This is an optimization exercise on Yosys and OpenROAD, whose aim is small area, not a production implementation. RTL that was checked went through simulation tests only; none was proved equivalent to the original. Power figures rest on the tool's default switching activity, not on a simulated workload.

==> run F: inputs <==
==> flow/design.v <==
module UniversalCounter#(
    parameter MAX_NUM       =   10,     
    parameter COUNTER_BITS  =   31      
)
(
    input  wire                     clk,           
    input  wire                     rst,          
    input  wire                     en_in,         
    input  wire                     dir_in,         
    input  wire                     loadCmd_in,     
    input  wire [COUNTER_BITS:0]    loadValue_in,
    output reg  [COUNTER_BITS:0]    counter_out,    
    output wire                     tc_out          
);
localparam COUNTER_MODULE   =   MAX_NUM - 1'b1;
always@(posedge clk) begin
    if(rst)
        counter_out <= 'h0;
    else if(loadCmd_in) begin
        if(loadValue_in <= COUNTER_MODULE)
            counter_out <= loadValue_in;
    end else if(en_in) begin
        if(dir_in) begin
            if(counter_out == COUNTER_MODULE)
                counter_out <= 'h0;
            else counter_out <= counter_out + 1'b1;   
        end
        else begin
            if(counter_out == 0)
                counter_out <= COUNTER_MODULE;
            else counter_out <= counter_out - 1'b1;   
        end
    end
end
assign tc_out = en_in & (counter_out == COUNTER_MODULE);
endmodule
module FrequencyDivisionPulse#(
    parameter FREQUENCY_IN       = 100_000_000,
    parameter FREQUENCY_OUT      = 100        
)(
    input   wire        clk,    
    input   wire        rst,    
    output  reg         clk_out 
);
localparam  DIVISION_NUM = (FREQUENCY_IN / FREQUENCY_OUT) - 1'b1;
reg [31:0]  cnt;
always@(posedge clk) begin
    if(rst) begin
        cnt     <= 32'b0;
        clk_out <= 1'b0;
    end
    else if(cnt == DIVISION_NUM) begin
        cnt     <= 32'h0;
        clk_out <= 1'b1;
    end else begin
        cnt     <= cnt + 1'b1;
        clk_out <= 1'b0;
    end
end
endmodule
module KeyProcess #(
    parameter FREQUENCY_IN = 10000
)
(
    input wire clk,
    input wire rst,
    input wire btn_in,
    output wire btn_LH_out,
    output wire btn_HL_out
);
localparam H_LEVEL = 6'b000_001,
           CHK_L   = 6'b000_010,
           L_VALID = 6'b000_100,
           L_LEVEL = 6'b001_000,
           CHK_H   = 6'b010_000,
           H_VALID = 6'b100_000;
reg [5:0] btn_state;
reg timerClr;
wire [7:0] timerCnt;
localparam TIME_DELAY_VALUE = 32'd12;
wire clk_1ms;
FrequencyDivisionPulse #(
    .FREQUENCY_IN     (FREQUENCY_IN),
    .FREQUENCY_OUT    (1000)
)To_xHzPulse_ISR0
(
    .clk              (clk),
    .rst              (rst),
    .clk_out          (clk_1ms)
);
UniversalCounter #(
    .MAX_NUM          (256),
    .COUNTER_BITS     (7)
)UniversalCounter_ISR0
(
    .clk              (clk),
    .rst              (rst | timerClr),
    .en_in            (clk_1ms),
    .dir_in           (1'b1),
    .loadCmd_in       (1'b0),
    .loadValue_in     (8'h0),
    .counter_out      (timerCnt),
    .tc_out           ()
);
always @(posedge clk) begin
    if(rst) begin
        btn_state <= H_LEVEL;
        timerClr <= 1'b0;
    end
    else begin
        case (btn_state)
            H_LEVEL: if(btn_in == 1'b0) begin
                btn_state <= CHK_L;
                timerClr <= 1'b1;
            end 
            CHK_L: begin
                timerClr <= 1'b0;
                if(!timerClr && timerCnt == TIME_DELAY_VALUE) begin
                    if(btn_in == 1'b0)
                        btn_state <= L_VALID;
                    else
                        btn_state <= H_LEVEL;     
                end
            end
            L_VALID:
                btn_state <= L_LEVEL;
            L_LEVEL: 
                if(btn_in == 1'b1) begin
                    timerClr <= 1'b1;
                    btn_state <= CHK_H;
                end
            CHK_H: begin
                timerClr <= 1'b0;
                if(!timerClr && timerCnt == TIME_DELAY_VALUE) begin
                    if(btn_in == 1'b1)
                        btn_state <= H_VALID;
                    else
                        btn_state <= L_LEVEL;      
                end
            end
            H_VALID:
                btn_state <= H_LEVEL;
            default: btn_state <= H_LEVEL;
        endcase
    end
end
assign btn_HL_out = (btn_state == L_VALID) ? 1'b1 : 1'b0;
assign btn_LH_out = (btn_state == H_VALID) ? 1'b1 : 1'b0;
endmodule
module GetFourBtnEdge #(
    parameter FREQUENCY_IN = 10000
)
(
    input  wire clk,
    input  wire rst,
    input  wire [3:0] btns_in,
    output wire [3:0] btnUpEdges_out,
    output wire [3:0] btnDownEdges_out
);
KeyProcess #(
    .FREQUENCY_IN     (FREQUENCY_IN)
)KeyProcess_ISR0
(
    .clk        (clk),
    .rst        (rst),
    .btn_in     (btns_in[0]),
    .btn_LH_out (btnUpEdges_out[0]),
    .btn_HL_out (btnDownEdges_out[0])
);
KeyProcess #(
    .FREQUENCY_IN     (FREQUENCY_IN)
)KeyProcess_ISR1
(
    .clk        (clk),
    .rst        (rst),
    .btn_in     (btns_in[1]),
    .btn_LH_out (btnUpEdges_out[1]),
    .btn_HL_out (btnDownEdges_out[1])
);
KeyProcess #(
    .FREQUENCY_IN     (FREQUENCY_IN)
)KeyProcess_ISR2
(
    .clk        (clk),
    .rst        (rst),
    .btn_in     (btns_in[2]),
    .btn_LH_out (btnUpEdges_out[2]),
    .btn_HL_out (btnDownEdges_out[2])
);
KeyProcess #(
    .FREQUENCY_IN     (FREQUENCY_IN)
)KeyProcess_ISR3
(
    .clk        (clk),
    .rst        (rst),
    .btn_in     (btns_in[3]),
    .btn_LH_out (btnUpEdges_out[3]),
    .btn_HL_out (btnDownEdges_out[3])
);
endmodule
==> flow/run.sh <==
#!/bin/bash
# synth_recipe.tcl (not shown) runs the flow's synth.tcl, then flattens the netlist and writes it again
# the make line also repeats each setting of config.mk as NAME=value (left out here)
make -C /OpenROAD-flow-scripts/flow DESIGN_CONFIG=/design/flow/config.mk WORK_HOME=/design/flow/orfs CLKGATE_MAP_FILE= SYNTH_SCRIPT=/design/flow/synth_recipe.tcl finish
==> flow/config.mk <==
export PLATFORM = sky130hd
export DESIGN_NAME = GetFourBtnEdge
export DESIGN_NICKNAME = GetFourBtnEdge
export VERILOG_FILES = /design/flow/design.v
export SDC_FILE = /design/flow/constraint.sdc
export NUM_CORES = 4
export LEC_CHECK = 0
export CAP_MARGIN = 20
export CORE_MARGIN = 2
export CORE_UTILIZATION = 40
export PLACE_DENSITY = 0.6
export SLEW_MARGIN = 20
==> flow/constraint.sdc <==
create_clock -name core_clock -period 10.0 [get_ports {clk}]
set_input_delay 2.0000 -clock core_clock [delete_from_list [all_inputs] [get_ports {clk}]]
set_output_delay 2.0000 -clock core_clock [all_outputs]
set_load 0.01 [all_outputs]
==> run R (differences from run F) <==
==> flow/design.v (replaced) <==
module GetFourBtnEdge #(
    parameter FREQUENCY_IN = 10000
)
(
    input  wire clk,
    input  wire rst,
    input  wire [3:0] btns_in,
    output wire [3:0] btnUpEdges_out,
    output wire [3:0] btnDownEdges_out
);
localparam DIV = FREQUENCY_IN / 1000;
reg [3:0] dv;
wire ms = (dv == DIV);
always @(posedge clk) begin
    if (rst)
        dv <= 4'd0;
    else if (ms)
        dv <= 4'd1;
    else
        dv <= dv + 1'b1;
end
genvar i;
generate
for (i = 0; i < 4; i = i + 1) begin : ch
    reg [3:0] ph;
    reg       lo;
    wire      m = (btns_in[i] == lo);
    always @(posedge clk) begin
        if (rst) begin
            ph <= 4'd0;
            lo <= 1'b0;
        end else begin
            case (ph)
                4'd0:  ph <= m ? 4'd1 : 4'd0;
                4'd1:  ph <= 4'd2;
                4'd14: begin
                    ph <= m ? 4'd15 : 4'd0;
                    lo <= lo ^ m;
                end
                4'd15: ph <= 4'd0;
                default: ph <= ph + ms;
            endcase
        end
    end
    assign btnDownEdges_out[i] = (ph == 4'd15) &  lo;
    assign btnUpEdges_out[i]   = (ph == 4'd15) & ~lo;
end
endgenerate
endmodule
==> flow_metrics.py <==
metrics = {
    "outcome": {
        "outcome": "no timing/DRC/antenna violations",
    },
    "floorplan": {
        "fp.dieW_um": 155.6,
        "core_um2": 22570,
    },
    "global_route": {
        "grt_util_met3_pct": 3.111,
    },
    "synthesis": {
        "synth_area_um2": 9191,
        "yosys_warnings": 3,
    },
    "pwr": {
        "ir_worst_vdd_mv": 0.09072,
        "comb_power_share_pct": 9.4,
        "p_seq_share_pct": 49.5,
    },
    "detailed_routing": {
        "wl_met3_um": 409,
    },
    "placed_design": {
        "finalWeightedCongestion": 0.7887,
    },
    "final_layout": {
        "buffer_area_share_pct": 1.654,
        "seq-cell-share_pct": 37.93,
        "nClkBuffers": 20,
        "mostFrequentLayoutCells": "nor2_1, dfxtp_1, xor2_1",
    },
    "worst_setup_path": {
        "rrSetupSlack_ps": 7800,
    },
}
(the above is from run F)
==> flow_metrics.py <==
metrics = {
    "outcome": {
        "outcome": "no timing/DRC/antenna violations",
    },
    "pwr": {
        "comb_power_share_pct": 12.8,
        "ir_worst_vdd_mv": 0.08591,
        "p_seq_share_pct": 59.4,
    },
    "final_layout": {
        "seq-cell-share_pct": 31.12,
        "mostFrequentLayoutCells": "nor2_1, nand2_1, dfxtp_1",
        "nClkBuffers": 4,
    },
    "synthesis": {
        "yosys_warnings": 1,
        "synth_area_um2": 1345,
    },
    "detailed_routing": {
        "wl_met3_um": 64,
    },
    "floorplan": {
        "fp.dieW_um": 61.99,
    },
    "worst_setup_path": {
        "rrSetupSlack_ps": 7890,
        "worstRegToRegCells": 9,
    },
    "global_route": {
        "grt_util_met3_pct": 4.555,
    },
    "placed_design": {
        "finalWeightedCongestion": 0.7318,
    },
}
(the above is from run R)
For run F, only the layout was checked, not whether the RTL still works.

afterwards: timing with drivers on the ports:
Ports are ideal in the flow. The routed layouts listed here were re-timed in OpenROAD.
Step 1: set_driving_cell puts a clkbuf_16 on clk and a buf_2 on each other input, an assumption about the parent block.
Step 2 moves the port delays by t, midway between the first and last clock arrival at a register: inputs arrive t later, outputs are due t later. That takes back most of the time a late clock gives input paths.
Slacks: no drivers / after step 1 / after step 2; pairs: no drivers / after step 1.
run	t (ns)	setup slack, ns	worst register clock-pin slew, ns	worst data-port slew with drivers (ns)	pins driven straight from the clock port
run F	0.470	5.992 / 5.947 / 5.880	0.08 / 0.08	0.04	1
run R	0.329	6.229 / 6.209 / 6.538	0.12 / 0.12	0.03	1
After both steps every run listed still meets setup and hold. The setup slack of run F, which loses most, moves by -0.045 ns with the drivers and by -0.112 ns with both steps.
